Source: an optimization exercise on an open RTL-to-GDS flow (aim: small area). Production flows keep margins and buffers that such runs may drop.
The RTL was checked by simulation tests, not by an equivalence proof against the original design.
Power figures rest on the tool's default switching activity, not on a simulated workload.

==> module channels, before the edit <==
module channels (
    input wire clk,
    input wire rst,
    input wire sample_clk_en,
    input wire [511:0][7:0] slv8_reg,
    input wire [REG_CONNECTION_SEL_WIDTH-1:0] connection_sel,
    input wire is_new,
    input wire nts,                      
    input wire dvb,
    input wire dam,                              
    input wire ryt,
    input wire bd,
    input wire sd,
    input wire tom,
    input wire tc,
    input wire hh,
    input wire [2-1:0][9-1:0] cnt,
	 output logic signed [SAMPLE_WIDTH-1:0] channel_a,
    output logic signed [SAMPLE_WIDTH-1:0] channel_b,
    output logic signed [SAMPLE_WIDTH-1:0] channel_c,
    output logic signed [SAMPLE_WIDTH-1:0] channel_d
);      
    logic signed [CHANNEL_ACCUMULATOR_WIDTH-1:0] channel_a_acc_pre_clamp;
    logic signed [CHANNEL_ACCUMULATOR_WIDTH-1:0] channel_b_acc_pre_clamp;
    logic signed [CHANNEL_ACCUMULATOR_WIDTH-1:0] channel_c_acc_pre_clamp;
    logic signed [CHANNEL_ACCUMULATOR_WIDTH-1:0] channel_d_acc_pre_clamp;
    logic signed [CHANNEL_ACCUMULATOR_WIDTH-1:0] p_a, p_b, p_c, p_d;
    logic mix_active;
    logic [2:0] mix_group;       
    logic [2:0] mix_phase;       
    logic mix_take;
    logic [4:0] mix_idx;         
    logic [3:0] nchannel;
    logic nbank;
    always_ff @(posedge clk)
        if (rst) begin
            mix_active <= 0;
            mix_group <= 0;
            mix_phase <= 0;
        end
        else if (sample_clk_en) begin
            mix_active <= 1;
            mix_group <= 0;
            mix_phase <= 1;
        end
        else if (mix_active) begin
            if (mix_phase == 5) begin
                mix_phase <= 0;
                mix_group <= mix_group + 1;
            end
            else
                mix_phase <= mix_phase + 1;
            if (mix_group == 5 && mix_phase == 2)
                mix_active <= 0;
        end
    always_comb begin
        mix_take = sample_clk_en || (mix_active && mix_phase < 3);
        mix_idx = sample_clk_en ? 5'd0 : 5'(3*mix_group + mix_phase);
        nbank = mix_idx >= NUM_CHANNELS_PER_BANK;
        nchannel = nbank ? 4'(mix_idx - NUM_CHANNELS_PER_BANK) : 4'(mix_idx);
    end
    logic [REG_FNUM_WIDTH-1:0] chan_fnum;
    logic [REG_BLOCK_WIDTH-1:0] chan_block;
    logic chan_kon;
    logic [REG_FB_WIDTH-1:0] chan_fb;
    logic [3:0] chan_out_en;     
    logic [3:0] chan_out_en_00;
    always_comb begin
        chan_fnum = '0; chan_block = '0; chan_kon = '0; chan_fb = '0; chan_out_en = '0;
        for (int b = 0; b < NUM_BANKS; b++)
            for (int c = 0; c < NUM_CHANNELS_PER_BANK; c++)
                if (nbank == b && nchannel == c) begin
                    chan_fnum = {slv8_reg['hB0+256*b+c][1:0], slv8_reg['hA0+256*b+c]};
                    chan_kon = slv8_reg['hB0+256*b+c][5];
                    chan_block = slv8_reg['hB0+256*b+c][4:2];
                    chan_out_en = slv8_reg['hC0+256*b+c][7:4];
                    chan_fb = slv8_reg['hC0+256*b+c][3:1];
                end
    end
    always_ff @(posedge clk)
        if (rst)
            chan_out_en_00 <= '0;
        else if (sample_clk_en)
            chan_out_en_00 <= chan_out_en;
    logic [OP_OUT_WIDTH-1:0] op_p, op_q, op_r, op_s;
    control_operators control_operators (
        .mix_first(sample_clk_en),
        .mix_p(op_p),
        .mix_q(op_q),
        .mix_r(op_r),
        .mix_s(op_s),
        .*
    );
    logic [NUM_CHANNELS_PER_BANK-1:0] cntb;
    logic [3:0] out_en;
    always_comb begin
        cntb = nbank ? cnt[1] : cnt[0];
        out_en = sample_clk_en ? chan_out_en_00 : chan_out_en;
    end
    logic cnt_c, cnt_c3, four_op, ryt0;
    logic use_p, use_q, use_r, use_s;
    always_comb begin
        cnt_c = cntb[nchannel];
        cnt_c3 = '0;
        four_op = '0;
        for (int c = 0; c < 3; c++)
            if (nchannel == c) begin
                cnt_c3 = cntb[c + 3];
                four_op = connection_sel[c + 3*nbank] && is_new;
            end
        ryt0 = ryt && !nbank && nchannel >= 6;
        if (four_op) begin
            use_s = 1;
            use_r = cnt_c && cnt_c3;
            use_p = cnt_c;
            use_q = !cnt_c && cnt_c3;
        end
        else if (ryt0 && nchannel == 6) begin
            use_s = 0;
            use_r = 0;
            use_p = !cnt_c;
            use_q = cnt_c;
        end
        else begin
            use_s = 0;
            use_r = 0;
            use_p = cnt_c || ryt0;
            use_q = 1;
        end
    end
    logic signed [CHANNEL_ACCUMULATOR_WIDTH-1:0] chan_val;
    always_comb
        chan_val = (use_p ? $signed(op_p) : 13'sd0) + (use_q ? $signed(op_q) : 13'sd0)
         + (use_r ? $signed(op_r) : 13'sd0) + (use_s ? $signed(op_s) : 13'sd0);
    logic all_out;
    always_comb all_out = !is_new && !nbank;
    logic signed [CHANNEL_ACCUMULATOR_WIDTH-1:0] p_val;
    logic [3:0] p_en;
    logic p_valid;
    always_ff @(posedge clk) begin
        p_val <= chan_val;
        p_en <= out_en | {4{all_out}};
        p_valid <= mix_take && !rst;
    end
    always_comb begin
        p_a = p_en[0] ? p_val : '0;
        p_b = p_en[1] ? p_val : '0;
        p_c = p_en[2] ? p_val : '0;
        p_d = p_en[3] ? p_val : '0;
    end
    always_ff @(posedge clk)
        if (sample_clk_en || rst) begin
            channel_a_acc_pre_clamp <= 0;
            channel_b_acc_pre_clamp <= 0;
            channel_c_acc_pre_clamp <= 0;
            channel_d_acc_pre_clamp <= 0;
        end
        else if (p_valid) begin
            channel_a_acc_pre_clamp <= channel_a_acc_pre_clamp + p_a;
            channel_b_acc_pre_clamp <= channel_b_acc_pre_clamp + p_b;
            channel_c_acc_pre_clamp <= channel_c_acc_pre_clamp + p_c;
            channel_d_acc_pre_clamp <= channel_d_acc_pre_clamp + p_d;
        end
    always_ff @(posedge clk)
        if (rst) begin
            channel_a <= 0;
            channel_b <= 0;
            channel_c <= 0;
            channel_d <= 0;
        end
        else if (sample_clk_en) begin
            if (channel_a_acc_pre_clamp > 2**15 - 1)
                channel_a <= 2**15 - 1;
            else if (channel_a_acc_pre_clamp < -2**15)
                channel_a <= -2**15;
            else
                channel_a <= channel_a_acc_pre_clamp;
            if (channel_b_acc_pre_clamp > 2**15 - 1)
                channel_b <= 2**15 - 1;
            else if (channel_b_acc_pre_clamp < -2**15)
                channel_b <= -2**15;
            else
                channel_b <= channel_b_acc_pre_clamp;              
            if (channel_c_acc_pre_clamp > 2**15 - 1)
                channel_c <= 2**15 - 1;
            else if (channel_c_acc_pre_clamp < -2**15)
                channel_c <= -2**15;
            else
                channel_c <= channel_c_acc_pre_clamp;              
            if (channel_d_acc_pre_clamp > 2**15 - 1)
                channel_d <= 2**15 - 1;
            else if (channel_d_acc_pre_clamp < -2**15)
                channel_d <= -2**15;
            else
                channel_d <= channel_d_acc_pre_clamp; 
        end        
endmodule
Settings: LEC_CHECK=0, ABC_AREA=1, CAP_MARGIN=20, CORE_MARGIN=2, CORE_UTILIZATION=50, SLEW_MARGIN=20; clock period 30.0 ns.
standard.sh (not shown) runs the stock make flow with config.mk's settings and CLKGATE_MAP_FILE= SYNTH_SCRIPT=/design/flow/synth_recipe.tcl, a recipe that flattens the netlist after the stock synthesis.
==> flow/flow/run.sh <==
#!/bin/bash
# Layout flow: the standard synthesis, then the combinational logic is
# re-mapped with Yosys's default ABC script (which gives less cell area than
# the ORFS speed/area scripts); every flip-flop instance, its name and cell
# type, is kept as the standard synthesis made it. Then the standard
# layout from floorplan to finish, with clock tree synthesis told to add no
# dummy loads and with smaller clock buffers (clkbuf_8) driving clusters of at
# most 15 flip-flops within 60 um. Each tool's output goes to a log file of its own here.
set -euo pipefail
WORK=$(pwd)
R=$WORK/orfs/results/$FLOW_PLATFORM/opl3/base
LIB=$FLOW_HOME/platforms/$FLOW_PLATFORM/lib/sky130_fd_sc_hd__tt_025C_1v80.lib
YOSYS=$(command -v yosys || echo "$FLOW_HOME/../tools/install/yosys/bin/yosys")

bash standard.sh synth > synth.log 2>&1

DONT_USE=$(grep -o 'sky130_fd_sc_hd__lpflow\w*\|sky130_fd_sc_hd__probe\w*' \
  "$FLOW_HOME/platforms/$FLOW_PLATFORM/config.mk" | sort -u | sed 's/^/-dont_use /' | tr '\n' ' ')
mkdir -p reopt
cp "$R/1_2_yosys.v" reopt/standard_1_2_yosys.v
cat > reopt/reopt.ys <<EOT
read_liberty -ignore_miss_func $LIB
read_verilog $WORK/reopt/standard_1_2_yosys.v
hierarchy -top $FLOW_TOP
blackbox sky130_fd_sc_hd__*df* sky130_fd_sc_hd__*dl*
flatten
opt_clean
techmap
opt -fast
abc -liberty $LIB $DONT_USE
opt_clean -purge
splitnets
opt_clean -purge
hilomap -singleton -hicell sky130_fd_sc_hd__conb_1 HI -locell sky130_fd_sc_hd__conb_1 LO
opt_clean -purge
stat -liberty $LIB
write_verilog -noattr -nohex -nodec $WORK/reopt/1_2_yosys.v
EOT
"$YOSYS" -l reopt/reopt.log -q reopt/reopt.ys > reopt/yosys_stdout.log 2>&1
# the re-mapped netlist replaces the standard one; make then rebuilds
# 1_synth.odb from it and runs the rest of the flow
cp reopt/1_2_yosys.v "$R/1_2_yosys.v"
touch "$R/1_2_yosys.v"

bash standard.sh \
  CTS_ARGS="-sink_clustering_enable -repair_clock_nets -sink_clustering_size 15 -sink_clustering_max_diameter 60 -buf_list sky130_fd_sc_hd__clkbuf_8 -dont_use_dummy_load" \
  finish > layout.log 2>&1
Rerun with:
--- a/flow/design.v
+++ b/flow/design.v
@@ -1639,23 +1639,23 @@
         p_val <= chan_val;
         p_en <= out_en | {4{all_out}};
         p_valid <= mix_take && !rst;
     end
     always_comb begin
-        p_a = p_en[0] ? p_val : '0;
-        p_b = p_en[1] ? p_val : '0;
-        p_c = p_en[2] ? p_val : '0;
-        p_d = p_en[3] ? p_val : '0;
+        p_a = p_valid && p_en[0] ? p_val : '0;
+        p_b = p_valid && p_en[1] ? p_val : '0;
+        p_c = p_valid && p_en[2] ? p_val : '0;
+        p_d = p_valid && p_en[3] ? p_val : '0;
     end
     always_ff @(posedge clk)
         if (sample_clk_en || rst) begin
             channel_a_acc_pre_clamp <= 0;
             channel_b_acc_pre_clamp <= 0;
             channel_c_acc_pre_clamp <= 0;
             channel_d_acc_pre_clamp <= 0;
         end
-        else if (p_valid) begin
+        else begin
             channel_a_acc_pre_clamp <= channel_a_acc_pre_clamp + p_a;
             channel_b_acc_pre_clamp <= channel_b_acc_pre_clamp + p_b;
             channel_c_acc_pre_clamp <= channel_c_acc_pre_clamp + p_c;
             channel_d_acc_pre_clamp <= channel_d_acc_pre_clamp + p_d;
         end
The changed run ran to the end with no violations.
Clock power hardly moves.
Non-clock buffer count increases by 43.
Synthesized area hardly moves.
First-iteration DRC count is higher by 2.7%.
Setup slack loses 0.069 ns.
Hold slack loses 0.023 ns.
Core utilization climbs by 0.29 points.
Sequential share of layout area hardly moves.
Sequential power decreases by about 0.7%.
Combinational power rises by about 4%.
Routed wire length fell by 4.7%.
Critical path depth is lower by 6.
Flip-flop and latch count does not change.

[what the ideal ports hide]
How much do the figures lean on ideal ports? The routed layouts below were timed once more, with nothing changed but the port constraints. Step 1 assumes that a clkbuf_16 drives the clock port and a buf_2 every other input. Step 2 moves the port delays by t, midway between the first and last clock arrival at a register: inputs arrive t later, outputs are due t later. That takes back most of the time a late clock gives input paths. Slacks: ideal ports / drivers / drivers and shift; pairs: ideal ports / drivers.
| run | t, ns | slack for setup (ns) | cell pins on the clock port's net |
|---|---|---|---|
| the first run | 1.323 | 20.483 / 20.483 / 20.222 | 1 |
| the second run | 1.236 | 20.414 / 20.414 / 20.220 | 1 |
After both steps setup and hold are still met in every run listed. The setup slack of the first run, which loses most, moves by 0.000 ns with the drivers and by -0.261 ns with both steps.
